What follows belongs to an exercise in optimizing a design on an open flow for small area and a short achievable clock period; a production flow would make more cautious choices. Only simulation tests tie the RTL to the original design; equivalence was not proved. Power figures rest on the tool's default switching activity, not on a simulated workload.

===== flow/config.mk =====
export PLATFORM = sky130hd
export DESIGN_NAME = ml_demodulator
export DESIGN_NICKNAME = ml_demodulator
export VERILOG_FILES = /design/flow/design.v
export SDC_FILE = /design/flow/constraint.sdc
export NUM_CORES = 8
export LEC_CHECK = 0
export ABC_CLOCK_PERIOD_IN_PS = 3000
export CAP_MARGIN = 20
export CORE_MARGIN = 2
export CORE_UTILIZATION = 40
export SETUP_SLACK_MARGIN = 5
export SLEW_MARGIN = 20

===== flow/constraint.sdc =====
create_clock -name core_clock -period 11.0 [get_ports {i_clk}]
set_input_delay 2.2000 -clock core_clock [delete_from_list [all_inputs] [get_ports {i_clk}]]
set_output_delay 2.2000 -clock core_clock [all_outputs]
set_load 0.01 [all_outputs]

===== flow/design.v =====
module ml_demodulator_lane #(parameter LANE = 0) (
    input             clk,
    input             bwe,         
    input             rb,          
    input             sen,         
    input      [1:0]  sk,          
    input      [1:0]  sp,          
    input      [3:0]  ev,          
    input      [10:0] t_s, t_c,    
    input      [10:0] dpos, dneg,  
    input      [1:0]  sel_j,       
    output reg [5:0]  s_out,
    output     [10:0] p1,
    output     [7:0]  s1
);
    localparam EV_L4 = 4'd1, EV_C1 = 4'd2, EV_C2 = 4'd3, EV_CA = 4'd4, EV_CB = 4'd5,
               EV_C3 = 4'd6, EV_C4 = 4'd7, EV_IT = 4'd8, EV_C5 = 4'd9, EV_D1 = 4'd10,
               EV_D2 = 4'd11, EV_D3 = 4'd12, EV_C31 = 4'd13;
    reg  [10:0] s_temp [0:3];
    reg  [10:0] min_PED_1st, min_PED_2nd, min_PED_3rd, min_PED_temp, min_PED_temp2;
    reg  [1:0]  d1_76, d2_76, d3_76;
    reg  [3:0]  d1_h, d2_h, d3_h, dt_h, dt2_h;      
    reg         d1_0, d2_0, d3_0, dt_0, dt2_0;      
    wire [7:0]  s_fianl_1st   = {d1_76, d1_h, LANE[0], d1_0};
    wire [7:0]  s_fianl_2nd   = {d2_76, d2_h, LANE[0], d2_0};
    wire [7:0]  s_fianl_3rd   = {d3_76, d3_h, LANE[0], d3_0};
    wire [7:0]  s_final_temp  = {2'b00, dt_h, LANE[0], dt_0};
    wire [7:0]  s_final_temp2 = {2'b00, dt2_h, LANE[0], dt2_0};
    assign p1 = min_PED_1st;
    assign s1 = s_fianl_1st;
    always @(*) begin
        case (sel_j)
            2'd0: s_out = s_fianl_1st[5:0];
            2'd1: s_out = s_fianl_2nd[5:0];
            default: s_out = s_fianl_3rd[5:0];
        endcase
    end
    reg [10:0] b_s, b_c;
    always @(posedge clk) if (bwe) begin b_s <= t_s; b_c <= t_c; end
    wire [10:0] rx = rb ? dneg : dpos;
    wire [10:0] e  = b_s + b_c + ~rx + 11'd1;
    wire [9:0]  ae = e[10] ? (~e[9:0] + 10'd1) : e[9:0];    
    reg  [9:0]  u;
    always @(posedge clk) u <= ae;
    wire [19:0] sq_diag;
    genvar gi;
    generate
        for (gi = 0; gi < 10; gi = gi + 1) begin : g_diag
            assign sq_diag[2*gi] = u[gi];
            assign sq_diag[2*gi+1] = 1'b0;
        end
    endgenerate
    wire [19:0] sq_r0 = ({10'd0, u[9:1] & {9{u[0]}}} << 2);
    wire [19:0] sq_r1 = ({10'd0, u[9:2] & {8{u[1]}}} << 4);
    wire [19:0] sq_r2 = ({10'd0, u[9:3] & {7{u[2]}}} << 6);
    wire [19:0] sq_r3 = ({10'd0, u[9:4] & {6{u[3]}}} << 8);
    wire [19:0] sq_r4 = ({10'd0, u[9:5] & {5{u[4]}}} << 10);
    wire [19:0] sq_r5 = ({10'd0, u[9:6] & {4{u[5]}}} << 12);
    wire [19:0] sq_r6 = ({10'd0, u[9:7] & {3{u[6]}}} << 14);
    wire [19:0] sq_r7 = ({10'd0, u[9:8] & {2{u[7]}}} << 16);
    wire [19:0] sq_r8 = ({10'd0, u[9:9] & {1{u[8]}}} << 18);
    wire [19:0] sqt_s1 = sq_diag ^ sq_r0 ^ sq_r1;
    wire [19:0] sqt_m1 = (sq_diag & sq_r0) | (sq_diag & sq_r1) | (sq_r0 & sq_r1);
    wire [19:0] sqt_c1 = {sqt_m1[18:0], 1'b0};
    wire [19:0] sqt_s2 = sq_r2 ^ sq_r3 ^ sq_r4;
    wire [19:0] sqt_m2 = (sq_r2 & sq_r3) | (sq_r2 & sq_r4) | (sq_r3 & sq_r4);
    wire [19:0] sqt_c2 = {sqt_m2[18:0], 1'b0};
    wire [19:0] sqt_s3 = sq_r5 ^ sq_r6 ^ sq_r7;
    wire [19:0] sqt_m3 = (sq_r5 & sq_r6) | (sq_r5 & sq_r7) | (sq_r6 & sq_r7);
    wire [19:0] sqt_c3 = {sqt_m3[18:0], 1'b0};
    wire [19:0] sqt_s4 = sqt_s1 ^ sqt_c1 ^ sqt_s2;
    wire [19:0] sqt_m4 = (sqt_s1 & sqt_c1) | (sqt_s1 & sqt_s2) | (sqt_c1 & sqt_s2);
    wire [19:0] sqt_c4 = {sqt_m4[18:0], 1'b0};
    wire [19:0] sqt_s5 = sqt_c2 ^ sqt_s3 ^ sqt_c3;
    wire [19:0] sqt_m5 = (sqt_c2 & sqt_s3) | (sqt_c2 & sqt_c3) | (sqt_s3 & sqt_c3);
    wire [19:0] sqt_c5 = {sqt_m5[18:0], 1'b0};
    wire [19:0] sqt_s6 = sqt_s4 ^ sqt_c4 ^ sqt_s5;
    wire [19:0] sqt_m6 = (sqt_s4 & sqt_c4) | (sqt_s4 & sqt_s5) | (sqt_c4 & sqt_s5);
    wire [19:0] sqt_c6 = {sqt_m6[18:0], 1'b0};
    wire [19:0] sqt_s7 = sqt_s6 ^ sqt_c6 ^ sqt_c5;
    wire [19:0] sqt_m7 = (sqt_s6 & sqt_c6) | (sqt_s6 & sqt_c5) | (sqt_c6 & sqt_c5);
    wire [19:0] sqt_c7 = {sqt_m7[18:0], 1'b0};
    wire [19:0] sqt_s8 = sqt_s7 ^ sqt_c7 ^ sq_r8;
    wire [19:0] sqt_m8 = (sqt_s7 & sqt_c7) | (sqt_s7 & sq_r8) | (sqt_c7 & sq_r8);
    wire [19:0] sqt_c8 = {sqt_m8[18:0], 1'b0};
    wire [9:0] sq_lo = {1'b0, sqt_s8[8:0]} + {1'b0, sqt_c8[8:0]};
    reg  [10:0] q_s, q_c;
    reg         q_ci;
    always @(posedge clk) begin
        q_s  <= sqt_s8[19:9];
        q_c  <= sqt_c8[19:9];
        q_ci <= sq_lo[9];
    end
    reg  [10:0] pa;
    always @(*) begin
        case (sp)
            2'd0: pa = 11'd0;
            2'd1: pa = min_PED_1st;
            2'd2: pa = min_PED_2nd;
            default: pa = min_PED_3rd;
        endcase
    end
    wire [10:0] a1 = sk[1] ? (sk[0] ? s_temp[1] : s_temp[0]) : pa;
    wire [10:0] a2 = sk[0] ? s_temp[3] : s_temp[2];
    wire [10:0] x1s = a1 ^ q_s ^ q_c;
    wire [10:0] x1m = (a1 & q_s) | (a1 & q_c) | (q_s & q_c);
    wire [10:0] x2s = a2 ^ q_s ^ q_c;
    wire [10:0] x2m = (a2 & q_s) | (a2 & q_c) | (q_s & q_c);
    wire [10:0] o1 = x1s + {x1m[9:0], 1'b0} + {10'd0, q_ci};
    wire [10:0] o2 = x2s + {x2m[9:0], 1'b0} + {10'd0, q_ci};
    always @(posedge clk) if (sen) begin
        case (sk)
            2'd0: begin s_temp[0] <= o1; s_temp[1] <= o1; end
            2'd1: begin s_temp[2] <= o1; s_temp[3] <= o1; end
            2'd2: begin s_temp[0] <= o1; s_temp[2] <= o2; end
            default: begin s_temp[1] <= o1; s_temp[3] <= o2; end
        endcase
    end
    wire lt01 = s_temp[0] < s_temp[1], lt02 = s_temp[0] < s_temp[2], lt03 = s_temp[0] < s_temp[3];
    wire lt12 = s_temp[1] < s_temp[2], lt13 = s_temp[1] < s_temp[3], lt23 = s_temp[2] < s_temp[3];
    wire eq01 = s_temp[0] == s_temp[1], eq02 = s_temp[0] == s_temp[2], eq03 = s_temp[0] == s_temp[3];
    wire eq12 = s_temp[1] == s_temp[2], eq13 = s_temp[1] == s_temp[3], eq23 = s_temp[2] == s_temp[3];
    wire lt10 = ~lt01 & ~eq01, lt20 = ~lt02 & ~eq02, lt30 = ~lt03 & ~eq03;
    wire lt21 = ~lt12 & ~eq12, lt31 = ~lt13 & ~eq13, lt32 = ~lt23 & ~eq23;
    reg [1:0] C1_1st, C1_3rd, C1_temp;
    always @(*) begin
        C1_1st = 2'd0; C1_3rd = 2'd0; C1_temp = 2'd0;
        if(lt01 && lt02 && lt03)
        begin
        C1_1st = 2'd0;
        if(lt13 && lt23)
        begin
        C1_3rd = 2'd1;
        C1_temp = 2'd2;
        end
        else if(lt12 && lt32)
        begin
        C1_3rd = 2'd1;
        C1_temp = 2'd3;
        end
        else
        begin
        C1_3rd = 2'd2;
        C1_temp = 2'd3;
        end
        end
        else if(lt10 && lt12 && lt13)
        begin
        C1_1st = 2'd1;
        if(lt03 && lt23)
        begin
        C1_3rd = 2'd0;
        C1_temp = 2'd2;
        end
        else if(lt02 && lt32)
        begin
        C1_3rd = 2'd0;
        C1_temp = 2'd3;
        end
        else
        begin
        C1_3rd = 2'd2;
        C1_temp = 2'd3;
        end
        end
        else if(lt20 && lt21 && lt23)
        begin
        C1_1st = 2'd2;
        if(lt03 && lt13)
        begin
        C1_3rd = 2'd0;
        C1_temp = 2'd1;
        end
        else if(lt10 && lt03)
        begin
        C1_3rd = 2'd1;
        C1_temp = 2'd3;
        end
        else
        begin
        C1_3rd = 2'd0;
        C1_temp = 2'd3;
        end
        end
        else
        begin
        C1_1st = 2'd3;
        if(lt02 && lt12)
        begin
        C1_3rd = 2'd0;
        C1_temp = 2'd1;
        end
        else if(lt01 && lt21)
        begin
        C1_3rd = 2'd0;
        C1_temp = 2'd2;
        end
        else
        begin
        C1_3rd = 2'd2;
        C1_temp = 2'd1;
        end
        end
    end
    reg [1:0] C2_2nd, C2_temp2;
    always @(*) begin
        C2_2nd = 2'd0; C2_temp2 = 2'd0;
        if(lt01 && lt02 && lt03)
        begin
        C2_2nd = 2'd0;
        if(lt12 && lt13)
        begin
        C2_temp2 = 2'd1;
        end
        else if(lt21 && lt23)
        begin
        C2_temp2 = 2'd2;
        end
        else
        begin
        C2_temp2 = 2'd3;
        end
        end
        else if(lt10 && lt12 && lt13)
        begin
        C2_2nd = 2'd1;
        if(lt02 && lt03)
        begin
        C2_temp2 = 2'd0;
        end
        else if(lt20 && lt23)
        begin
        C2_temp2 = 2'd2;
        end
        else
        begin
        C2_temp2 = 2'd3;
        end
        end
        else if(lt20 && lt21 && lt23)
        begin
        C2_2nd = 2'd2;
        if(lt01 && lt03)
        begin
        C2_temp2 = 2'd0;
        end
        else if(lt10 && lt13)
        begin
        C2_temp2 = 2'd1;
        end
        else
        begin
        C2_temp2 = 2'd3;
        end
        end
        else
        begin
        C2_2nd = 2'd3;
        if(lt01 && lt02)
        begin
        C2_temp2 = 2'd0;
        end
        else if(lt10 && lt12)
        begin
        C2_temp2 = 2'd1;
        end
        else
        begin
        C2_temp2 = 2'd2;
        end
        end
    end
    reg [1:0] C3_1st, C3_temp;
    always @(*) begin
        C3_1st = 2'd0; C3_temp = 2'd0;
        if(lt01 && lt02 && lt03)
        begin
        C3_1st = 2'd0;
        if(lt12 && lt13)
        begin
        C3_temp = 2'd1;
        end
        else if(lt21 && lt23)
        begin
        C3_temp = 2'd2;
        end
        else
        begin
        C3_temp = 2'd3;
        end
        end
        else if(lt10 && lt12 && lt13)
        begin
        C3_1st = 2'd1;
        if(lt02 && lt03)
        begin
        C3_temp = 2'd0;
        end
        else if(lt20 && lt23)
        begin
        C3_temp = 2'd2;
        end
        else
        begin
        C3_temp = 2'd3;
        end
        end
        else if(lt20 && lt21 && lt23)
        begin
        C3_1st = 2'd2;
        if(lt01 && lt03)
        begin
        C3_temp = 2'd0;
        end
        else if(lt10 && lt13)
        begin
        C3_temp = 2'd1;
        end
        else
        begin
        C3_temp = 2'd3;
        end
        end
        else
        begin
        C3_1st = 2'd3;
        if(lt01 && lt02)
        begin
        C3_temp = 2'd0;
        end
        else if(lt10 && lt12)
        begin
        C3_temp = 2'd1;
        end
        else
        begin
        C3_temp = 2'd2;
        end
        end
    end
    reg [1:0] C4_2nd, C4_temp2;
    always @(*) begin
        C4_2nd = 2'd0; C4_temp2 = 2'd0;
        if(lt01 && lt02 && lt03)
        begin
        C4_2nd = 2'd0;
        if(lt12 && lt13)
        begin
        C4_temp2 = 2'd1;
        end
        else if(lt21 && lt23)
        begin
        C4_temp2 = 2'd2;
        end
        else
        begin
        C4_temp2 = 2'd3;
        end
        end
        else if(lt10 && lt12 && lt13)
        begin
        C4_2nd = 2'd1;
        if(lt02 && lt03)
        begin
        C4_temp2 = 2'd0;
        end
        else if(lt20 && lt23)
        begin
        C4_temp2 = 2'd2;
        end
        else
        begin
        C4_temp2 = 2'd3;
        end
        end
        else if(lt20 && lt21 && lt23)
        begin
        C4_2nd = 2'd2;
        if(lt01 && lt03)
        begin
        C4_temp2 = 2'd0;
        end
        else if(lt10 && lt13)
        begin
        C4_temp2 = 2'd1;
        end
        else
        begin
        C4_temp2 = 2'd3;
        end
        end
        else
        begin
        C4_2nd = 2'd3;
        if(lt01 && lt02)
        begin
        C4_temp2 = 2'd0;
        end
        else if(lt10 && lt12)
        begin
        C4_temp2 = 2'd1;
        end
        else
        begin
        C4_temp2 = 2'd2;
        end
        end
    end
    reg [1:0] C5_3rd, C5_temp2;
    always @(*) begin
        C5_3rd = 2'd0; C5_temp2 = 2'd0;
        if(lt01 && lt02 && lt03)
        begin
        C5_3rd = 2'd0;
        if(lt12 && lt13)
        begin
        C5_temp2 = 2'd1;
        end
        else if(lt21 && lt23)
        begin
        C5_temp2 = 2'd2;
        end
        else
        begin
        C5_temp2 = 2'd3;
        end
        end
        else if(lt10 && lt12 && lt13)
        begin
        C5_3rd = 2'd1;
        if(lt02 && lt03)
        begin
        C5_temp2 = 2'd0;
        end
        else if(lt20 && lt23)
        begin
        C5_temp2 = 2'd2;
        end
        else
        begin
        C5_temp2 = 2'd3;
        end
        end
        else if(lt20 && lt21 && lt23)
        begin
        C5_3rd = 2'd2;
        if(lt01 && lt03)
        begin
        C5_temp2 = 2'd0;
        end
        else if(lt10 && lt13)
        begin
        C5_temp2 = 2'd1;
        end
        else
        begin
        C5_temp2 = 2'd3;
        end
        end
        else
        begin
        C5_3rd = 2'd3;
        if(lt01 && lt02)
        begin
        C5_temp2 = 2'd0;
        end
        else if(lt10 && lt12)
        begin
        C5_temp2 = 2'd1;
        end
        else
        begin
        C5_temp2 = 2'd2;
        end
        end
    end
    reg [1:0] D1_1st;
    always @(*) begin
        D1_1st = 2'd0;
        if(lt01 && lt02 && lt03)
        begin
        D1_1st = 2'd0;
        end
        else if(lt10 && lt12 && lt13)
        begin
        D1_1st = 2'd1;
        end
        else if(lt20 && lt21 && lt23)
        begin
        D1_1st = 2'd2;
        end
        else
        begin
        D1_1st = 2'd3;
        end
    end
    reg [1:0] D2_2nd;
    always @(*) begin
        D2_2nd = 2'd0;
        if(lt01 && lt02 && lt03)
        begin
        D2_2nd = 2'd0;
        end
        else if(lt10 && lt12 && lt13)
        begin
        D2_2nd = 2'd1;
        end
        else if(lt20 && lt21 && lt23)
        begin
        D2_2nd = 2'd2;
        end
        else
        begin
        D2_2nd = 2'd3;
        end
    end
    reg [1:0] D3_3rd;
    always @(*) begin
        D3_3rd = 2'd0;
        if(lt01 && lt02 && lt03)
        begin
        D3_3rd = 2'd0;
        end
        else if(lt10 && lt12 && lt13)
        begin
        D3_3rd = 2'd1;
        end
        else if(lt20 && lt21 && lt23)
        begin
        D3_3rd = 2'd2;
        end
        else
        begin
        D3_3rd = 2'd3;
        end
    end
    reg  [1:0] iM, iX2, iX3;
    reg  [4:0] par;         
    reg        f32;         
    always @(*) begin
        iM = D1_1st; iX2 = C2_temp2; iX3 = C1_temp;
        par = {d1_h, d1_0}; f32 = 1'b0;
        case (ev)
            EV_L4: begin iM = LANE ? 2'd2 : 2'd0; iX2 = LANE ? 2'd3 : 2'd1; end
            EV_C1: begin iM = C1_1st; iX2 = C1_3rd; f32 = 1'b1; end
            EV_C2: begin iM = C2_2nd; iX2 = C2_temp2; par = {d2_h, d2_0}; f32 = 1'b1; end
            EV_C3: begin iM = C3_1st; iX2 = C3_temp; end
            EV_C4: begin iM = C4_2nd; iX2 = C4_temp2; par = {d2_h, d2_0}; end
            EV_C5: begin iM = C5_3rd; iX2 = C5_temp2; par = {d3_h, d3_0}; end
            EV_D2: begin iM = D2_2nd; par = {d2_h, d2_0}; end
            EV_D3: begin iM = D3_3rd; par = {d3_h, d3_0}; end
            default: ;
        endcase
    end
    wire [10:0] vM  = s_temp[iM];
    wire [10:0] vX2 = s_temp[iX2];
    wire [10:0] vX3 = s_temp[iX3];
    wire [4:0]  nM  = f32 ? {par[4:3], iM,  par[0]} : {iM,  par[2:1], par[0]};
    wire [4:0]  nX2 = f32 ? {par[4:3], iX2, par[0]} : {iX2, par[2:1], par[0]};
    wire [4:0]  nX3 = {par[4:3], iX3, par[0]};
    wire        mIT = (ev == EV_IT);
    wire        mCB = (ev == EV_CB);
    wire [10:0] mA = min_PED_1st, mB = min_PED_2nd;
    wire [10:0] mC = mIT ? min_PED_temp : min_PED_3rd;
    wire [10:0] mT = mCB ? min_PED_temp : min_PED_temp2;
    wire [4:0]  mS = mCB ? {dt_h, dt_0} : {dt2_h, dt2_0};
    wire gAB = mB < mA, gAC = mC < mA, gBA = mA < mB, gBC = mC < mB, gCA = mA < mC, gCB = mB < mC;
    wire amax = gAB & gAC, bmax = gBA & gBC, cmax = gCA & gCB;
    wire repA = amax & (mT < mA);
    wire repB = ~amax & bmax & (mT < mB);
    wire repC = ~amax & ~bmax & cmax & (mT < mC);
    wire c31a = gAB & gCB;            
    wire c31b = ~c31a & gAC & gBC;    
    always @(posedge clk) begin
        case (ev)
            EV_L4: begin
                min_PED_1st <= vM; min_PED_2nd <= vX2;
                {d1_h, d1_0} <= 5'b00000; {d2_h, d2_0} <= 5'b00001;
            end
            EV_C1: begin
                min_PED_1st <= vM;  {d1_h, d1_0} <= nM;
                min_PED_3rd <= vX2; {d3_h, d3_0} <= nX2;
                min_PED_temp <= vX3; {dt_h, dt_0} <= nX3;
            end
            EV_C2, EV_C4: begin
                min_PED_2nd <= vM;    {d2_h, d2_0} <= nM;
                min_PED_temp2 <= vX2; {dt2_h, dt2_0} <= nX2;
            end
            EV_C3: begin
                min_PED_1st <= vM;   {d1_h, d1_0} <= nM;
                min_PED_temp <= vX2; {dt_h, dt_0} <= nX2;
            end
            EV_C5: begin
                min_PED_3rd <= vM;    {d3_h, d3_0} <= nM;
                min_PED_temp2 <= vX2; {dt2_h, dt2_0} <= nX2;
            end
            EV_D1: begin min_PED_1st <= vM; d1_76 <= iM; end
            EV_D2: begin min_PED_2nd <= vM; d2_76 <= iM; end
            EV_D3: begin min_PED_3rd <= vM; d3_76 <= iM; end
            EV_CA, EV_CB, EV_IT: begin
                if (repA) begin min_PED_1st <= mT; {d1_h, d1_0} <= mS; end
                if (repB) begin min_PED_2nd <= mT; {d2_h, d2_0} <= mS; end
                if (repC & mIT) begin min_PED_temp <= mT; {dt_h, dt_0} <= mS; end
                if (repC & ~mIT) begin min_PED_3rd <= mT; {d3_h, d3_0} <= mS; end
            end
            EV_C31: begin
                if (c31a) begin min_PED_1st <= min_PED_2nd; {d1_76, d1_h, d1_0} <= {d2_76, d2_h, d2_0}; end
                if (c31b) begin min_PED_1st <= min_PED_3rd; {d1_76, d1_h, d1_0} <= {d3_76, d3_h, d3_0}; end
            end
            default: ;
        endcase
    end
endmodule
module ml_demodulator(
    i_clk,
    i_reset,
    i_trig,
    i_y_hat,
    i_r,
    i_rd_rdy,
    o_rd_vld,
    o_llr,
    o_hard_bit
);
    input i_clk;
    input i_reset;
    input i_trig;
    input [159:0] i_y_hat;
    input [319:0] i_r;
    input i_rd_rdy;
    output o_rd_vld;
    output [7:0] o_llr;
    output o_hard_bit;
    reg [10:0] y4i, y4r, y3i, y3r, y2i, y2r, y1i, y1r;
    always @(posedge i_clk) if (i_trig) begin
        y4i <= i_y_hat[159:149]; y4r <= i_y_hat[139:129];
        y3i <= i_y_hat[119:109]; y3r <= i_y_hat[ 99: 89];
        y2i <= i_y_hat[ 79: 69]; y2r <= i_y_hat[ 59: 49];
        y1i <= i_y_hat[ 39: 29]; y1r <= i_y_hat[ 19:  9];
    end
    reg [10:0] ch [0:15];
    wire       ch_sh = (k_slot != 3'd0);
    integer ci;
    always @(posedge i_clk) begin
        if (i_trig) begin
        ch[0] <= i_r[319:309];    
        ch[1] <= i_r[279:269];    
        ch[2] <= i_r[299:289];    
        ch[3] <= i_r[179:169];    
        ch[4] <= i_r[239:229];    
        ch[5] <= i_r[259:249];    
        ch[6] <= i_r[139:129];    
        ch[7] <= i_r[159:149];    
        ch[8] <= i_r[79:69];    
        ch[9] <= i_r[39:29];    
        ch[10] <= i_r[59:49];    
        ch[11] <= i_r[199:189];    
        ch[12] <= i_r[219:209];    
        ch[13] <= i_r[99:89];    
        ch[14] <= i_r[119:109];    
        ch[15] <= i_r[19:9];    
        end else if (ch_sh) begin
            for (ci = 0; ci < 15; ci = ci + 1) ch[ci] <= ch[ci + 1];
        end
    end
    reg       busy;
    reg [5:0] cyc;
    always @(posedge i_clk or posedge i_reset) begin
        if (i_reset) begin
            busy <= 1'b0;
            cyc  <= 6'd0;
        end else if (i_trig) begin
            busy <= 1'b1;
            cyc  <= 6'd0;
        end else if (busy) begin
            cyc  <= cyc + 6'd1;
            if (cyc == 6'd57) busy <= 1'b0;
        end
    end
    reg [21-1:0] cw_next, cw;
    always @(*) begin
        cw_next = 21'h1800;
        if (busy) begin
            case (cyc)
            6'd0: cw_next = 21'h12000;
            6'd1: cw_next = 21'hbc00;
            6'd2: cw_next = 21'h18200;
            6'd3: cw_next = 21'h680;
            6'd4: cw_next = 21'h81b00;
            6'd5: cw_next = 21'h90380;
            6'd6: cw_next = 21'h88c02;
            6'd7: cw_next = 21'h98220;
            6'd8: cw_next = 21'ha0ea0;
            6'd9: cw_next = 21'hb0320;
            6'd10: cw_next = 21'ha8fa0;
            6'd11: cw_next = 21'hb8244;
            6'd12: cw_next = 21'h26c0;
            6'd13: cw_next = 21'h3340;
            6'd14: cw_next = 21'h43c0;
            6'd15: cw_next = 21'h5006;
            6'd16: cw_next = 21'h1008;
            6'd17: cw_next = 21'ha;
            6'd18: cw_next = 21'h0;
            6'd19: cw_next = 21'h100800;
            6'd20: cw_next = 21'h116000;
            6'd21: cw_next = 21'h10fc00;
            6'd22: cw_next = 21'h118220;
            6'd23: cw_next = 21'h120ea0;
            6'd24: cw_next = 21'h130320;
            6'd25: cw_next = 21'h128fa0;
            6'd26: cw_next = 21'h13824c;
            6'd27: cw_next = 21'h140ec0;
            6'd28: cw_next = 21'h150340;
            6'd29: cw_next = 21'h148fc0;
            6'd30: cw_next = 21'h15826e;
            6'd31: cw_next = 21'h26f0;
            6'd32: cw_next = 21'h3370;
            6'd33: cw_next = 21'h43f0;
            6'd34: cw_next = 21'h5012;
            6'd35: cw_next = 21'h1008;
            6'd36: cw_next = 21'ha;
            6'd37: cw_next = 21'h0;
            6'd38: cw_next = 21'h180800;
            6'd39: cw_next = 21'h190000;
            6'd40: cw_next = 21'h188c00;
            6'd41: cw_next = 21'h198220;
            6'd42: cw_next = 21'h1a0ea0;
            6'd43: cw_next = 21'h1b0320;
            6'd44: cw_next = 21'h1a8fa0;
            6'd45: cw_next = 21'h1b8254;
            6'd46: cw_next = 21'h1c0ec0;
            6'd47: cw_next = 21'h1d0340;
            6'd48: cw_next = 21'h1c8fc0;
            6'd49: cw_next = 21'h1d8276;
            6'd50: cw_next = 21'h6e0;
            6'd51: cw_next = 21'h360;
            6'd52: cw_next = 21'h3e0;
            6'd53: cw_next = 21'h18;
            6'd54: cw_next = 21'h1a;
            6'd55: cw_next = 21'h0;
            6'd56: cw_next = 21'h1;
            6'd57: cw_next = 21'h1800;
                default: cw_next = 21'h1800;
            endcase
        end
    end
    always @(posedge i_clk) cw <= cw_next;
    wire [1:0] k_lay = cw[20:19];
    wire [1:0] k_j = cw[18:17];
    wire [0:0] k_lane = cw[16:16];
    wire [0:0] k_part = cw[15:15];
    wire [2:0] k_slot = cw[14:12];
    wire [0:0] k_bwe = cw[11:11];
    wire [0:0] k_rb = cw[10:10];
    wire [0:0] k_sen = cw[9:9];
    wire [1:0] k_sk = cw[8:7];
    wire [1:0] k_sp = cw[6:5];
    wire [3:0] k_ev = cw[4:1];
    wire [0:0] k_fin = cw[0:0];
    reg [10:0] cwp;     
    always @(posedge i_clk) cwp <= {k_bwe, k_rb, k_sen, k_sk, k_sp, k_ev};
    wire [10:0] cx = ch[0];
    wire [10:0] cx1 = {cx[10], cx[10:1]};
    wire [10:0] cx3 = {{3{cx[10]}}, cx[10:3]};
    wire [10:0] cx4 = {{4{cx[10]}}, cx[10:4]};
    wire [10:0] cpos = cx1 + cx3 + cx4;
    wire [1:0]  ccor = {1'b0, ~cx[0]} + {1'b0, ~|cx[2:0]} + {1'b0, ~|cx[3:0]};
    wire        cmin = (cx == 11'h400);
    wire [10:0] cneg = cmin ? cpos : (~cx1 + ~cx3 + ~cx4 + {9'd0, ccor});
    reg [10:0] dP, dN, f1rP, f1rN, f1iP, f1iN, f2rP, f2rN, f2iP, f2iN, f3rP, f3rN, f3iP, f3iN;
    always @(posedge i_clk) begin
        case (k_slot)
            3'd1: begin dP   <= cpos; dN   <= cneg; end
            3'd2: begin f1rP <= cpos; f1rN <= cneg; end
            3'd3: begin f1iP <= cpos; f1iN <= cneg; end
            3'd4: begin f2rP <= cpos; f2rN <= cneg; end
            3'd5: begin f2iP <= cpos; f2iN <= cneg; end
            3'd6: begin f3rP <= cpos; f3rN <= cneg; end
            3'd7: begin f3iP <= cpos; f3iN <= cneg; end
            default: ;
        endcase
    end
    wire [1:0] n_lay = cw_next[20:19];
    wire [1:0] n_j = cw_next[18:17];
    wire [0:0] n_lane = cw_next[16:16];
    wire [0:0] n_part = cw_next[15:15];
    wire [5:0] s_n, s_p;
    wire [5:0] ns = (n_lay == 2'd1) ? {4'd0, n_lane, n_j[0]} : (n_lane ? s_p : s_n);
    reg  a1s, b1s, a2s, b2s, a3s, b3s;
    always @(posedge i_clk) begin
        a1s <= n_part ? ns[0] : ns[1];
        b1s <= n_part ? ns[1] : ns[0];
        a2s <= n_part ? ns[2] : ns[3];
        b2s <= n_part ? ns[3] : ns[2];
        a3s <= n_part ? ns[4] : ns[5];
        b3s <= n_part ? ns[5] : ns[4];
    end
    wire g1 = (k_lay != 2'd0);
    wire g2 = k_lay[1];
    wire g3 = (k_lay == 2'd3);
    wire [10:0] va1 = {11{g1}} & (a1s ? f1rN : f1rP);
    wire [10:0] vb1 = {11{g1}} & (b1s ? f1iN : f1iP);
    wire [10:0] va2 = {11{g2}} & (a2s ? f2rN : f2rP);
    wire [10:0] vb2 = {11{g2}} & (b2s ? f2iN : f2iP);
    wire [10:0] va3 = {11{g3}} & (a3s ? f3rN : f3rP);
    wire [10:0] vb3 = {11{g3}} & (b3s ? f3iN : f3iP);
    reg  [10:0] t_y;
    always @(*) begin
        case ({k_lay, k_part})
            3'b000: t_y = y4r; 3'b001: t_y = y4i;
            3'b010: t_y = y3r; 3'b011: t_y = y3i;
            3'b100: t_y = y2r; 3'b101: t_y = y2i;
            3'b110: t_y = y1r; default: t_y = y1i;
        endcase
    end
    wire [10:0] t_a1 = ~va1, t_a2 = ~va2, t_a3 = ~va3;
    wire [10:0] t_b1 = k_part ? ~vb1 : vb1;
    wire [10:0] t_b2 = k_part ? ~vb2 : vb2;
    wire [10:0] t_b3 = k_part ? ~vb3 : vb3;
    wire [10:0] t_k  = k_part ? 11'd6 : 11'd3;
    wire [10:0] trt_s9 = t_y ^ t_a1 ^ t_a2;
    wire [10:0] trt_m9 = (t_y & t_a1) | (t_y & t_a2) | (t_a1 & t_a2);
    wire [10:0] trt_c9 = {trt_m9[9:0], 1'b0};
    wire [10:0] trt_s10 = t_a3 ^ t_b1 ^ t_b2;
    wire [10:0] trt_m10 = (t_a3 & t_b1) | (t_a3 & t_b2) | (t_b1 & t_b2);
    wire [10:0] trt_c10 = {trt_m10[9:0], 1'b0};
    wire [10:0] trt_s11 = trt_s9 ^ trt_c9 ^ trt_s10;
    wire [10:0] trt_m11 = (trt_s9 & trt_c9) | (trt_s9 & trt_s10) | (trt_c9 & trt_s10);
    wire [10:0] trt_c11 = {trt_m11[9:0], 1'b0};
    wire [10:0] trt_s12 = trt_c10 ^ t_b3 ^ t_k;
    wire [10:0] trt_m12 = (trt_c10 & t_b3) | (trt_c10 & t_k) | (t_b3 & t_k);
    wire [10:0] trt_c12 = {trt_m12[9:0], 1'b0};
    wire [10:0] trt_s13 = trt_s11 ^ trt_c11 ^ trt_s12;
    wire [10:0] trt_m13 = (trt_s11 & trt_c11) | (trt_s11 & trt_s12) | (trt_c11 & trt_s12);
    wire [10:0] trt_c13 = {trt_m13[9:0], 1'b0};
    wire [10:0] trt_s14 = trt_s13 ^ trt_c13 ^ trt_c12;
    wire [10:0] trt_m14 = (trt_s13 & trt_c13) | (trt_s13 & trt_c12) | (trt_c13 & trt_c12);
    wire [10:0] trt_c14 = {trt_m14[9:0], 1'b0};
    wire [10:0] p1_n, p1_p;
    wire [7:0]  s1_n, s1_p;
    ml_demodulator_lane #(.LANE(0)) lane_n (
        .clk(i_clk), .bwe(k_bwe & ~k_lane), .rb(k_rb), .sen(k_sen), .sk(k_sk), .sp(k_sp), .ev(k_ev),
        .t_s(trt_s14), .t_c(trt_c14), .dpos(dP), .dneg(dN),
        .sel_j(n_j), .s_out(s_n), .p1(p1_n), .s1(s1_n));
    ml_demodulator_lane #(.LANE(1)) lane_p (
        .clk(i_clk), .bwe(cwp[10] & k_lane), .rb(cwp[9]), .sen(cwp[8]), .sk(cwp[7:6]), .sp(cwp[5:4]), .ev(cwp[3:0]),
        .t_s(trt_s14), .t_c(trt_c14), .dpos(dP), .dneg(dN),
        .sel_j(n_j), .s_out(s_p), .p1(p1_p), .s1(s1_p));
    wire        fin  = busy & k_fin;
    wire        win  = (p1_n < p1_p);
    wire [7:0]  w_m  = win ? p1_n[8:1] : p1_p[8:1];
    wire [7:0]  w_s  = win ? s1_n : s1_p;
    reg  [7:0]  q_m [0:15];
    reg  [7:0]  q_sb [0:15];
    reg  [3:0]  wp, rp;
    reg  [4:0]  cnt;
    reg  [2:0]  oi;
    reg         vld;
    reg  [7:0]  llr;
    always @(posedge i_clk) if (fin) begin
        q_m[wp]  <= w_m;
        q_sb[wp] <= w_s;
    end
    wire [7:0] h_m  = q_m[rp];
    wire [7:0] h_s  = q_sb[rp];
    wire       h_b  = h_s[~oi];
    wire [7:0] h_l  = h_b ? (h_m - 8'h7f) : (8'h7f - h_m);
    wire       free = ~vld | i_rd_rdy;
    wire       avail = (cnt != 5'd0);
    wire       pop  = free & avail;
    wire       done = pop & (oi == 3'd7);
    always @(posedge i_clk or posedge i_reset) begin
        if (i_reset) begin
            wp <= 4'd0; rp <= 4'd0; cnt <= 5'd0; oi <= 3'd0; vld <= 1'b0;
        end else begin
            if (fin) wp <= wp + 4'd1;
            if (done) rp <= rp + 4'd1;
            cnt <= cnt + {4'd0, fin} - {4'd0, done};
            if (pop) oi <= oi + 3'd1;
            if (free) vld <= avail;
        end
    end
    always @(posedge i_clk) if (pop) llr <= h_l;
    assign o_rd_vld   = vld;
    assign o_llr      = llr;
    assign o_hard_bit = llr[7];
endmodule

===== flow/run.sh =====
#!/bin/bash
# synth_recipe.tcl (not shown) runs the flow's synth.tcl, then flattens the netlist and writes it again
# the make line also repeats each setting of config.mk as NAME=value (left out here)
make -C /OpenROAD-flow-scripts/flow DESIGN_CONFIG=/design/flow/config.mk WORK_HOME=/design/flow/orfs CLKGATE_MAP_FILE= SYNTH_SCRIPT=/design/flow/synth_recipe.tcl finish

==> results of run 1 <==
==> power by group <==
part	switching (uW)	internal (uW)	total, uW
Clock	1740	2370	4110
Combinational	5550	3980	9520
Sequential	504	5900	6410
==> metal layers <==
layer  share of wire [%]  up-vias  global-route usage, %  wire (um)
li1                    -    20500                      -          -
met1                  43    21200                   26.2      72200
met2                  49     1108                   34.9      83000
met3                 4.9      244                   3.33       8310
met4                 2.6       14                   5.65       4400
met5               0.061        -                      0        102
==> state kept, by name (all words and copies together) (netlist names), 19 cells and up <==
register and count:
cw 19, ch 176, lane_n.s_temp 44, lane_p.s_temp 44, q_sb 128, q_m 128
==> stage by stage <==
stage | util (%) | cells | setup slack (ps)
final | 46.2 | 7943 | 5680
after global routing | 46.2 | 7939 | 5270
after CTS | 46.2 | 7934 | 5160
after global placement | 43.7 | 7712 | 5190
after floorplan | - | 5420 | 6070
after detailed placement | 43.7 | 7713 | 5180
==> worst reg2reg max path: stages, from the launching register on <==
cell	delay [ps]
dfxtp_1	750
nor4bb_4	730
buf_4	360
mux2i_1	310
inv_1	150
ha_1	340
a21oi_1	140
nor2b_1	60
o21ai_0	360
o311a_1	230
o21ai_0	70
nor4_1	660
nand2_1	120
nand2_1	670
==> path summary, 6_finish.rpt <==
| kind | from | endpoint | slack (ps) | cells after the start |
|---|---|---|---|---|
| max in group asynchronous | i_reset | cyc[3] | 8800 | 3 |
| setup reg to reg | cwp[2] | lane_p.dt_h[3] | 5680 | 13 |
| hold / removal | cw[11] | cwp[10] | 350 | 0 |
| hold reg to reg | cw[11] | cwp[10] | 350 | 0 |
| setup / recovery | cwp[2] | lane_p.dt_h[3] | 5680 | 13 |
| min in group asynchronous | i_reset | vld | 1840 | 3 |
==> cell families (layout without fill, tap and decap cells) <==
kind of cell / Yosys count / after routing
AOI/OAI and AO/OA: 1130 / 1130
xor gates and xnor gates: 156 / 156
adders and majority gates: 658 / 658
buffers and inverters: 733 / 1089
DFF: 1108 / 1108
muxes: 607 / 607
other: 0 / 7
and+or+nand+nor: 1028 / 1028
==> cell type report <==
class,instances,area [um2],area share (%)
clock inverters,71,862,1.16
inverters,501,1880,2.53
well taps,2160,2700,3.63
repair buffers,367,3450,4.64
multi-input cells,3579,30200,40.5
flip-flops and latches,1108,32100,43.2
diodes,7,17.5,0.0236
clock buffers,150,3160,4.25
==> placed cells by master (no fill, tap or decap), drive strengths merged, types with 46 or more instances in the layout <==
cell           instances
fa                   168
nor2                 333
ha                   490
xnor2                118
o21ai                298
nand2                302
clkbuf               151
nand3                 48
clkinv                47
inv                  504
nor3                  46
edfxtp               982
o221ai                69
and2                  97
dfxtp                102
clkdlybuf4s50        276
mux2i                279
buf                   90
a21oi                338
mux2                 290
==> flow_summary.json, run 1 <==
{
  "worstPathCellList": "nor4bb_4 -> buf_4 -> mux2i_1 -> inv_1 -> ha_1 -> a21oi_1 -> nor2b_1 -> o21ai_0 -> o311a_1 -> o21ai_0 -> nor4_1 -> nand2_1 -> nand2_1",
  "area_growth_pct": 14.5,
  "rsz0062_at_grt": "no",
  "max-clock-path-buffers": 3,
  "synthCells": 5420,
  "first_global_vias": 43300,
  "ys_seq_area_share_pct": 49.5,
  "timing.hold.ws_ps": 352,
  "dr_total_vias": 43000,
  "synth_xor_area_share_pct": 2.10,
  "tritoncts": "done",
  "syn-cell-area_mm2": 0.0649,
  "netlist_top_cells_count": "edfxtp_1 (982), inv_1 (497), ha_1 (490)",
  "startpoint_type": "flop",
  "synth_edf_count": 982,
  "tightest_slew_ps": 1170,
  "synth_top_area_cell": "edfxtp_1",
  "finalCriticalPeriod_ps": 5320,
  "routed_wl_um": 168000,
  "drtIter0Drc": 3716,
  "critPathTopFamily": "simple AND/OR/NAND/NOR gates",
  "muxShareOfSynthArea_pct": 10.6,
  "synth_top_area_share_pct": 45.4,
  "fin_crit_sh_pct": 48.4,
  "synthFlopType": "edfxtp_1",
  "worst-path-buf-inv": 2,
  "dp_hpwl_um": 124000,
  "relSlewSlack_pct": 21.4,
  "cts-root-buf": "clkbuf_16",
  "power_density_mw_per_mm2": 270,
  "ctsResizeCount": 0,
  "wl_per_cell_um": 21.2,
  "synth_compound_area_share_pct": 11.3,
  "grt_max_degree": 81,
  "cp-end-kind": "flop",
  "dieArea_mm2": 0.166,
  "final.fill_count": 14600,
  "yosysMostFrequentCell": "edfxtp_1",
  "clk_latency_ps": 770,
  "viasPerCell": 5.41,
  "yosys-top-cells-area": "edfxtp_1 (45%), ha_1 (9.4%), fa_1 (5.2%)",
  "synth-simple-area-share_pct": 7.48,
  "finalHoldViolCount": 0,
  "syn_avg_cell_area_um2": 12.0,
  "irDropWorstVdd_v": 0.000215,
  "drt_pass1_iterations": 6,
  "setup_violations": 0,
  "rows": 147,
  "crit_path_top_delay_cell": "dfxtp_1",
  "worst_path_largest_cell_delay_ps": 750,
  "fin_area_mm2": 0.0744,
  "syn_nets": 6562,
  "cts_setup_buffers": 0,
  "clock-skew-final_ps": 63.6,
  "synth.distinct_cells": 89,
  "outcome": "no timing/DRC/antenna violations",
  "route.detailed.drc": 0,
  "drv_cap": 0,
  "htree_levels": 3,
  "io_buffers": 277,
  "grt_pass1_wl_um": 258000,
  "path_class": "reg -> reg",
  "power.leakage_uw": 0.0289,
  "place_area_mm2": 0.0703,
  "overflow": 0,
  "grt_use_total_pct": 20.2,
  "antenna_left": 0,
  "final_max_slew_viol_count": 0,
  "holdBufCountCts": 0,
  "cp.required_ps": 11360,
  "arrival_ps": 5680,
  "cp_max_fo": 19,
  "drive_above_1_share_pct": 11.3,
  "yosysWarnings": 6,
  "synth_top_family_by_area": "adder cells",
  "cts_buffers": 119,
  "ys_ff_latch": 1108,
  "fmax_mhz": 188,
  "hp-class": "reg -> reg",
  "fin_setup_tns_ps": 0,
  "die_h_um": 407,
  "layout.nets": 6818,
  "total_power_uw": 20000,
  "io_pins": 494,
  "die_w_um": 407,
  "initial_utilization_pct": 40.3,
  "coreArea_mm2": 0.161,
  "antenna_found_initial": 14,
  "clkTransAtPathRegs_ps": 60,
  "cts.sinks": 1108,
  "routabilityCongestion": 0.914,
  "synth-async-reset-ratio_pct": 2.17,
  "synthAdderAreaFrac_pct": 14.6
}
==> inputs of run 2 (changes only) <==
--- a/flow/config.mk
+++ b/flow/config.mk
@@ -6,5 +6,5 @@
 export NUM_CORES = 8
 export LEC_CHECK = 0
-export ABC_CLOCK_PERIOD_IN_PS = 3000
+export ABC_CLOCK_PERIOD_IN_PS = 1500
 export CAP_MARGIN = 20
 export CORE_MARGIN = 2
==> run 2 against run 1 <==
Effect of this change: still clean; synthesized area stayed put; clock skew stayed put; via count stayed put; first-iteration DRC count stayed put; core utilization stayed put; global-route usage stayed put; count of clock-buffer cells in the layout stayed put; largest power group unchanged.
==> flow_summary.json, run 2 <==
{
  "cts_setup_buffers": 0,
  "top_layer_used": "met5",
  "synth_edf_count": 982,
  "antenna_found_initial": 14,
  "clock-skew-final_ps": 63.6,
  "viasPerCell": 5.41,
  "ff2ff_path_depth": 13,
  "irDropWorstVdd_v": 0.000215,
  "syn_nets": 6562,
  "layout_common_cells": "edfxtp_1 (982), inv_1 (497), ha_1 (490), a21oi_1 (337), nor2_1 (329)",
  "fin_setup_tns_ps": 0,
  "holdPathEnd": "cwp[10]",
  "route.detailed.drc": 0,
  "cts.sinks": 1108,
  "cp_max_fo": 19,
  "dieArea_mm2": 0.166,
  "antenna_left": 0,
  "finalHoldViolCount": 0,
  "tritoncts": "done",
  "dp_hpwl_um": 124000,
  "first_global_vias": 43300,
  "grt_use_total_pct": 20.2,
  "setup_violations": 0,
  "drive_above_1_share_pct": 11.3,
  "final_max_slew_viol_count": 0,
  "r2r-end": "lane_p.dt_h[3]",
  "synthFlopType": "edfxtp_1",
  "ys_ff_latch": 1108,
  "worstPathCellList": "nor4bb_4 -> buf_4 -> mux2i_1 -> inv_1 -> ha_1 -> a21oi_1 -> nor2b_1 -> o21ai_0 -> o311a_1 -> o21ai_0 -> nor4_1 -> nand2_1 -> nand2_1",
  "wl_per_cell_um": 21.2,
  "largest_register": "ch",
  "synth_top_area_share_pct": 45.4,
  "cp-end-kind": "flop",
  "rows": 147,
  "ys_seq_area_share_pct": 49.5,
  "fin_crit_sh_pct": 48.4,
  "dp.cells": 7713,
  "clkTransAtPathRegs_ps": 60,
  "coreArea_mm2": 0.161,
  "layout.nets": 6818,
  "drtIter0Drc": 3716,
  "worst_path_largest_cell_delay_ps": 750,
  "synth.distinct_cells": 89,
  "netlist_top_cells_count": "edfxtp_1 (982), inv_1 (497), ha_1 (490)",
  "syn-cell-area_mm2": 0.0649,
  "total_power_uw": 20000,
  "routabilityCongestion": 0.914,
  "holdBufCountCts": 0,
  "arrival_ps": 5680,
  "grt_max_degree": 81,
  "fmax_mhz": 188,
  "power.leakage_uw": 0.0289,
  "r2r-start": "cwp[2]",
  "layout_commonest_cell": "edfxtp_1",
  "layoutNonFillerInstCount": 7943,
  "startpoint_type": "flop",
  "hp-class": "reg -> reg",
  "syn_avg_cell_area_um2": 12.0,
  "cp.required_ps": 11360,
  "path_class": "reg -> reg",
  "outcome": "no timing/DRC/antenna violations",
  "routed-wl-met2_um": 83000,
  "power_density_mw_per_mm2": 270,
  "rsz0062_at_grt": "no",
  "yosysWarnings": 6,
  "io_pins": 494,
  "r2r_slack_ps": 5680,
  "drv_cap": 0,
  "drt_pass1_iterations": 6,
  "multi_input_area_mm2": 0.0302,
  "die_h_um": 407,
  "cts-root-buf": "clkbuf_16",
  "top_regs": "ch x176, q_m x128, q_sb x128",
  "max-clock-path-buffers": 3,
  "grt_pass1_wl_um": 258000,
  "area_growth_pct": 14.5,
  "htree_levels": 3,
  "yosysMostFrequentCell": "edfxtp_1",
  "synth-async-reset-ratio_pct": 2.17,
  "crit_path_top_delay_cell": "dfxtp_1",
  "hold-path-cell-count": 0,
  "overflow": 0,
  "wl_met1_um": 72200,
  "regArea_mm2": 0.0321,
  "routed_wl_um": 168000,
  "dr_total_vias": 43000,
  "finalCriticalPeriod_ps": 5320,
  "worst-path-buf-inv": 2,
  "yosys-top-cells-area": "edfxtp_1 (45%), ha_1 (9.4%), fa_1 (5.2%)",
  "synth_top_area_cell": "edfxtp_1",
  "tightest_slew_ps": 1170,
  "largest_register_ffs": 176,
  "relSlewSlack_pct": 21.4,
  "cp_num_cells": 13,
  "final.fill_count": 14600,
  "initial_utilization_pct": 40.3,
  "critPathTopFamily": "simple AND/OR/NAND/NOR gates",
  "die_w_um": 407,
  "ctsResizeCount": 0,
  "io_buffers": 277,
  "clk_latency_ps": 770,
  "cts_buffers": 119,
  "synthCells": 5420,
  "wl_met3_um": 8310,
  "min_from": "cw[11]"
}
==> run 2: cell counts after synthesis <==
No cell type changed its count.
==> run 2: area by class of cell <==
cell class,instances,area share (%)
flip-flops and latches,1108,43.2
multi-input cells,3579,40.5
repair buffers,367,4.64
clock buffers,150,4.25
well taps,2160,3.63
inverters,501,2.53
clock inverters,71,1.16
diodes,7,0.0236
==> run 2: per-layer routing <==
layer / up-vias / track usage [%]
met2: 1108 / 34.9
met5: - / 0
met3: 244 / 3.33
met4: 14 / 5.65
met1: 21200 / 26.2
li1: 20500 / -
==> run 2: kinds of logic after synthesis <==
group	synth area share [%]
xor gates and xnor gates	2.10
and+or+nand+nor	7.48
adders and majority gates	14.6
DFF	49.5
muxes	10.6
AOI/OAI and AO/OA	11.3
buffers and inverters	4.36
==> run 2: stage by stage <==
step,cell area (um2),setup WS (ps),utilization [%],hold WS [ps]
4_1_cts,74300,5160,46.2,353
3_3_place_gp,70300,5190,43.7,333
3_5_place_dp,70300,5180,43.7,329
6_report,74400,5680,46.2,352
5_1_grt,74300,5270,46.2,362
2_1_floorplan,64900,6070,-,324
==> run 2: worst max-delay path by stage <==
stage / startpoint / slack, ps / to
2_1_floorplan: i_trig / 6070 / ch[0][0]
3_3_place_gp: cw[20] / 5190 / lane_n.b_s[2]
3_5_place_dp: cw[20] / 5180 / lane_n.b_s[2]
4_1_cts: cw[20] / 5160 / lane_p.b_s[2]
5_1_grt: cw[5] / 5270 / lane_n.s_temp[3][10]
6_report: cwp[2] / 5680 / lane_p.dt_h[3]
==> run 2: where the power goes <==
group          total (uW)  switching [uW]  internal [uW]
logic                9520            5550           3980
registers            6410             504           5900
clock network        4110            1740           2370
==> inputs of run 3 (changes only) <==
==> flow/flow/run.sh (new file) <==
#!/bin/bash
set -euo pipefail
cd "$(dirname "$0")/.."
bash standard.sh synth > flow_synth.log 2>&1
bash standard.sh SETUP_SLACK_MARGIN=7.5 finish > flow_layout.log 2>&1
==> flow/standard.sh (new file) <==
#!/bin/bash
# synth_recipe.tcl (not shown) runs the flow's synth.tcl, then flattens the netlist and writes it again
# the make line also repeats each setting of config.mk as NAME=value (left out here)
make -C /OpenROAD-flow-scripts/flow DESIGN_CONFIG=/design/flow/config.mk WORK_HOME=/design/flow/orfs CLKGATE_MAP_FILE= SYNTH_SCRIPT=/design/flow/synth_recipe.tcl "${@:-finish}"
--- a/flow/config.mk
+++ b/flow/config.mk
@@ -6,5 +6,5 @@
 export NUM_CORES = 8
 export LEC_CHECK = 0
-export ABC_CLOCK_PERIOD_IN_PS = 1500
+export ABC_CLOCK_PERIOD_IN_PS = 3000
 export CAP_MARGIN = 20
 export CORE_MARGIN = 2
removed: flow/run.sh
==> run 3 against run 2 <==
Effect of this change: hold slack better by 2.5 ps; setup slack better by 1400 ps; synthesized area stayed put; cell count is 6.8% higher; first-iteration DRC count is 3.1% higher; via count is 9.9% higher; non-clock buffer count is 524 higher; critical path type unchanged.
==> flow_summary.json, run 3 <==
{
  "final_max_slew_viol_count": 0,
  "route.detailed.drc": 0,
  "regArea_mm2": 0.0322,
  "coreArea_mm2": 0.161,
  "netlist_top_cells_count": "edfxtp_1 (982), inv_1 (497), ha_1 (490)",
  "total_power_uw": 24000,
  "viasPerCell": 5.57,
  "r2r_slack_ps": 7080,
  "fmax_mhz": 255,
  "ys_seq_area_share_pct": 49.5,
  "overflow": 0,
  "clkTransAtPathRegs_ps": 60,
  "synth_edf_count": 982,
  "finalCriticalPeriod_ps": 3920,
  "yosysWarnings": 6,
  "wl_per_cell_um": 22.5,
  "cts-root-buf": "clkbuf_16",
  "holdBufCountCts": 0,
  "synthFlopType": "edfxtp_1",
  "initial_utilization_pct": 40.3,
  "finalHoldViolCount": 0,
  "routed_wl_um": 191000,
  "drive_above_1_share_pct": 30.1,
  "fin_ws_ps": 7080,
  "routabilityCongestion": 0.901,
  "clock-skew-final_ps": 81.5,
  "arrival_ps": 4390,
  "ys_ff_latch": 1108,
  "dr_total_vias": 47200,
  "die_h_um": 407,
  "clk_latency_ps": 780,
  "drv_cap": 0,
  "fin_setup_tns_ps": 0,
  "antenna_found_initial": 14,
  "max-clock-path-buffers": 3,
  "worstPathCellList": "buf_12 -> nor2b_4 -> a221o_1 -> o21ai_2 -> fa_1 -> inv_1 -> ha_2 -> inv_2 -> fa_2 -> nor2b_2 -> o21ai_2 -> a21boi_2 -> buf_4 -> buf_6 -> buf_6 -> buf_6 -> buf_6 -> buf_6 -> buf_6 -> buf_6 -> nor2_4 -> mux2_4",
  "io_buffers": 277,
  "layout.nets": 7361,
  "grt_pass1_wl_um": 283000,
  "synth_top_area_share_pct": 45.4,
  "synth_top_area_cell": "edfxtp_1",
  "path_class": "reg -> reg",
  "largest_register": "ch",
  "synth.distinct_cells": 89,
  "dp_slack_ps": 5400,
  "crit_path_top_delay_cell": "fa_1",
  "grt_use_total_pct": 22.3,
  "cts.sinks": 1108,
  "cpMostUsedCell": "buf_6",
  "yosys-top-cells-area": "edfxtp_1 (45%), ha_1 (9.4%), fa_1 (5.2%)",
  "drtIter0Drc": 3831,
  "setup_violations": 0,
  "rows": 147,
  "syn_nets": 6562,
  "dieArea_mm2": 0.166,
  "syn_avg_cell_area_um2": 12.0,
  "layoutNonFillerInstCount": 8485,
  "tritoncts": "done",
  "irDropWorstVdd_v": 0.000252,
  "rsz0062_at_grt": "yes",
  "layout_commonest_cell": "edfxtp_1",
  "io_pins": 494,
  "cp.required_ps": 11470,
  "largest_register_ffs": 176,
  "grt_max_degree": 81,
  "dp_hpwl_um": 124000,
  "outcome": "no timing/DRC/antenna violations",
  "final.fill_count": 13600,
  "synthCells": 5420,
  "power.leakage_uw": 0.0329,
  "yosysMostFrequentCell": "edfxtp_1",
  "first_global_vias": 47100,
  "syn-cell-area_mm2": 0.0649,
  "htree_levels": 3,
  "cp_max_fo": 7,
  "fin_crit_sh_pct": 35.6,
  "dp.cells": 7708,
  "multi_input_area_mm2": 0.0349,
  "area_growth_pct": 30.2,
  "antenna_left": 0,
  "power_density_mw_per_mm2": 283,
  "relSlewSlack_pct": 11.3,
  "cts_buffers": 119,
  "worst_path_largest_cell_delay_ps": 450,
  "top_regs": "ch x176, q_m x128, q_sb x128",
  "drt_pass1_iterations": 6,
  "synth-async-reset-ratio_pct": 2.17,
  "die_w_um": 407,
  "tightest_slew_ps": 1330,
  "cp-end-kind": "flop",
  "layout_common_cells": "edfxtp_1 (982), ha_1 (443), buf_4 (439), inv_1 (420), nor2_1 (294)",
  "hp-class": "reg -> reg",
  "startpoint_type": "flop"
}
[run 3: changes by cell type in the layout (fill, tap and decap cells not counted), sizes merged, moves of 3 or more]
cell | before | now
clkbuf | 151 | 141
nand3 | 48 | 51
clkinvlp | 7 | 10
clkdlybuf4s50 | 276 | 265
clkinv | 47 | 63
buf | 90 | 617
bufbuf | 0 | 6
diode | 7 | 2
[run 3: final timing paths]
| path | startpoint | end | cells past startpoint |
|---|---|---|---|
| max | cw[5] | lane_n.s_temp[2][4] | 22 |
| min | cw[11] | cwp[10] | 0 |
| max in group asynchronous | i_reset | cyc[0] | 3 |
| min reg2reg | cw[11] | cwp[10] | 0 |
| min in group asynchronous | i_reset | rp[0] | 3 |
| max reg2reg | cw[5] | lane_n.s_temp[2][4] | 22 |
[run 3: cell type report]
cell class | instances | share of cell area, %
antenna | 2 | 0.00592
clock buffer | 138 | 3.64
clock inverter | 87 | 1.07
inverter | 501 | 2.30
multi-input combinational | 3597 | 41.2
sequential | 1108 | 38.1
tap | 2160 | 3.20
timing repair buffer | 891 | 10.5
timing repair inverter | 1 | 0.0104
[run 3: power by group]
| group | total, uW | switching [uW] | leakage [uW] | internal, uW |
|---|---|---|---|---|
| Combinational | 13600 | 7250 | 0.0206 | 6330 |
| Sequential | 6340 | 442 | 0.0104 | 5900 |
| Clock | 4040 | 1720 | 0.00192 | 2320 |
| Total | 24000 | 9420 | 0.0329 | 14500 |
[run 3: metal layers]
metal / vias up / global-route usage, % / routed length (um)
li1: 21600 / - / -
met1: 23400 / 28.3 / 76300
met2: 1765 / 38.8 / 94700
met3: 461 / 3.54 / 11900
met4: 18 / 7.19 / 7570
met5: - / 0 / 115
[run 3: per-stage QoR]
| step | hold WS, ps | cell area [um2] | util (%) |
|---|---|---|---|
| 6_report | 354 | 84600 | 52.5 |
| 5_1_grt | 375 | 84600 | 52.5 |
| 4_1_cts | 355 | 81700 | 50.7 |
| 3_5_place_dp | 340 | 70600 | 43.8 |
| 3_3_place_gp | 334 | 70600 | 43.8 |
| 2_1_floorplan | 324 | 65500 | - |
[run 3: cell families (layout without fill, tap and decap cells)]
| family | count (synthesis) | count (layout) | share of synthesized area [%] |
|---|---|---|---|
| compound gates | 1130 | 1134 | 11.3 |
| flops | 1108 | 1108 | 49.5 |
| simple gates | 1028 | 1041 | 7.48 |
| buf+inv | 733 | 1618 | 4.36 |
| fa+ha+maj | 658 | 658 | 14.6 |
| mux | 607 | 607 | 10.6 |
| xor+xnor | 156 | 157 | 2.10 |
| other cells | 0 | 2 | 0 |
[run 3: critical path: cells and delay by family, from the launching register on]
kind	cells	cell delay, ps
adder cells (fa/ha/maj)	3	970
AND/OR/NAND/NOR	3	310
buffers and inverters	11	950
AO/OA/AOI/OAI	4	830
flip-flops	1	350
multiplexers	1	270
[run 3: repair_timing]
action,4_1_cts,5_1_grt
resized for setup,828,428
setup endpoints to repair,779,697
buffers inserted,379,126
cloned,40,5
pin swaps,304,246

-- static timing again, ports no longer ideal --
Ports are ideal in the flow. The routed layouts listed here were re-timed in OpenROAD. Step 1 (the two cells are an assumption about what drives the block):
set clk [get_ports {i_clk}]
set_driving_cell -lib_cell sky130_fd_sc_hd__clkbuf_16 $clk
set_driving_cell -lib_cell sky130_fd_sc_hd__buf_2 [delete_from_list [all_inputs] $clk]
Step 2 also shifts input and output timing later by t, the mid clock arrival at the registers, as if the neighbouring blocks saw the same clock. a / b / c = no drivers / after step 1 / after step 2; a / b = the first two.
| run | shift t [ns] | setup WS [ns] | clock arrival spread, ns | worst slew at a driven data input, ns |
|---|---|---|---|---|
| run 1 | 0.826 | 5.675 / 5.675 / 5.675 | 0.081 / 0.081 | 0.10 |
| run 2 | 0.826 | 5.675 / 5.675 / 5.675 | 0.081 / 0.081 | 0.10 |
| run 3 | 0.812 | 7.083 / 7.083 / 6.785 | 0.087 / 0.087 | 0.10 |
After both steps setup and hold are still met in every run listed. The setup slack of run 3, which loses most, moves by 0.000 ns with the drivers and by -0.298 ns with both steps.
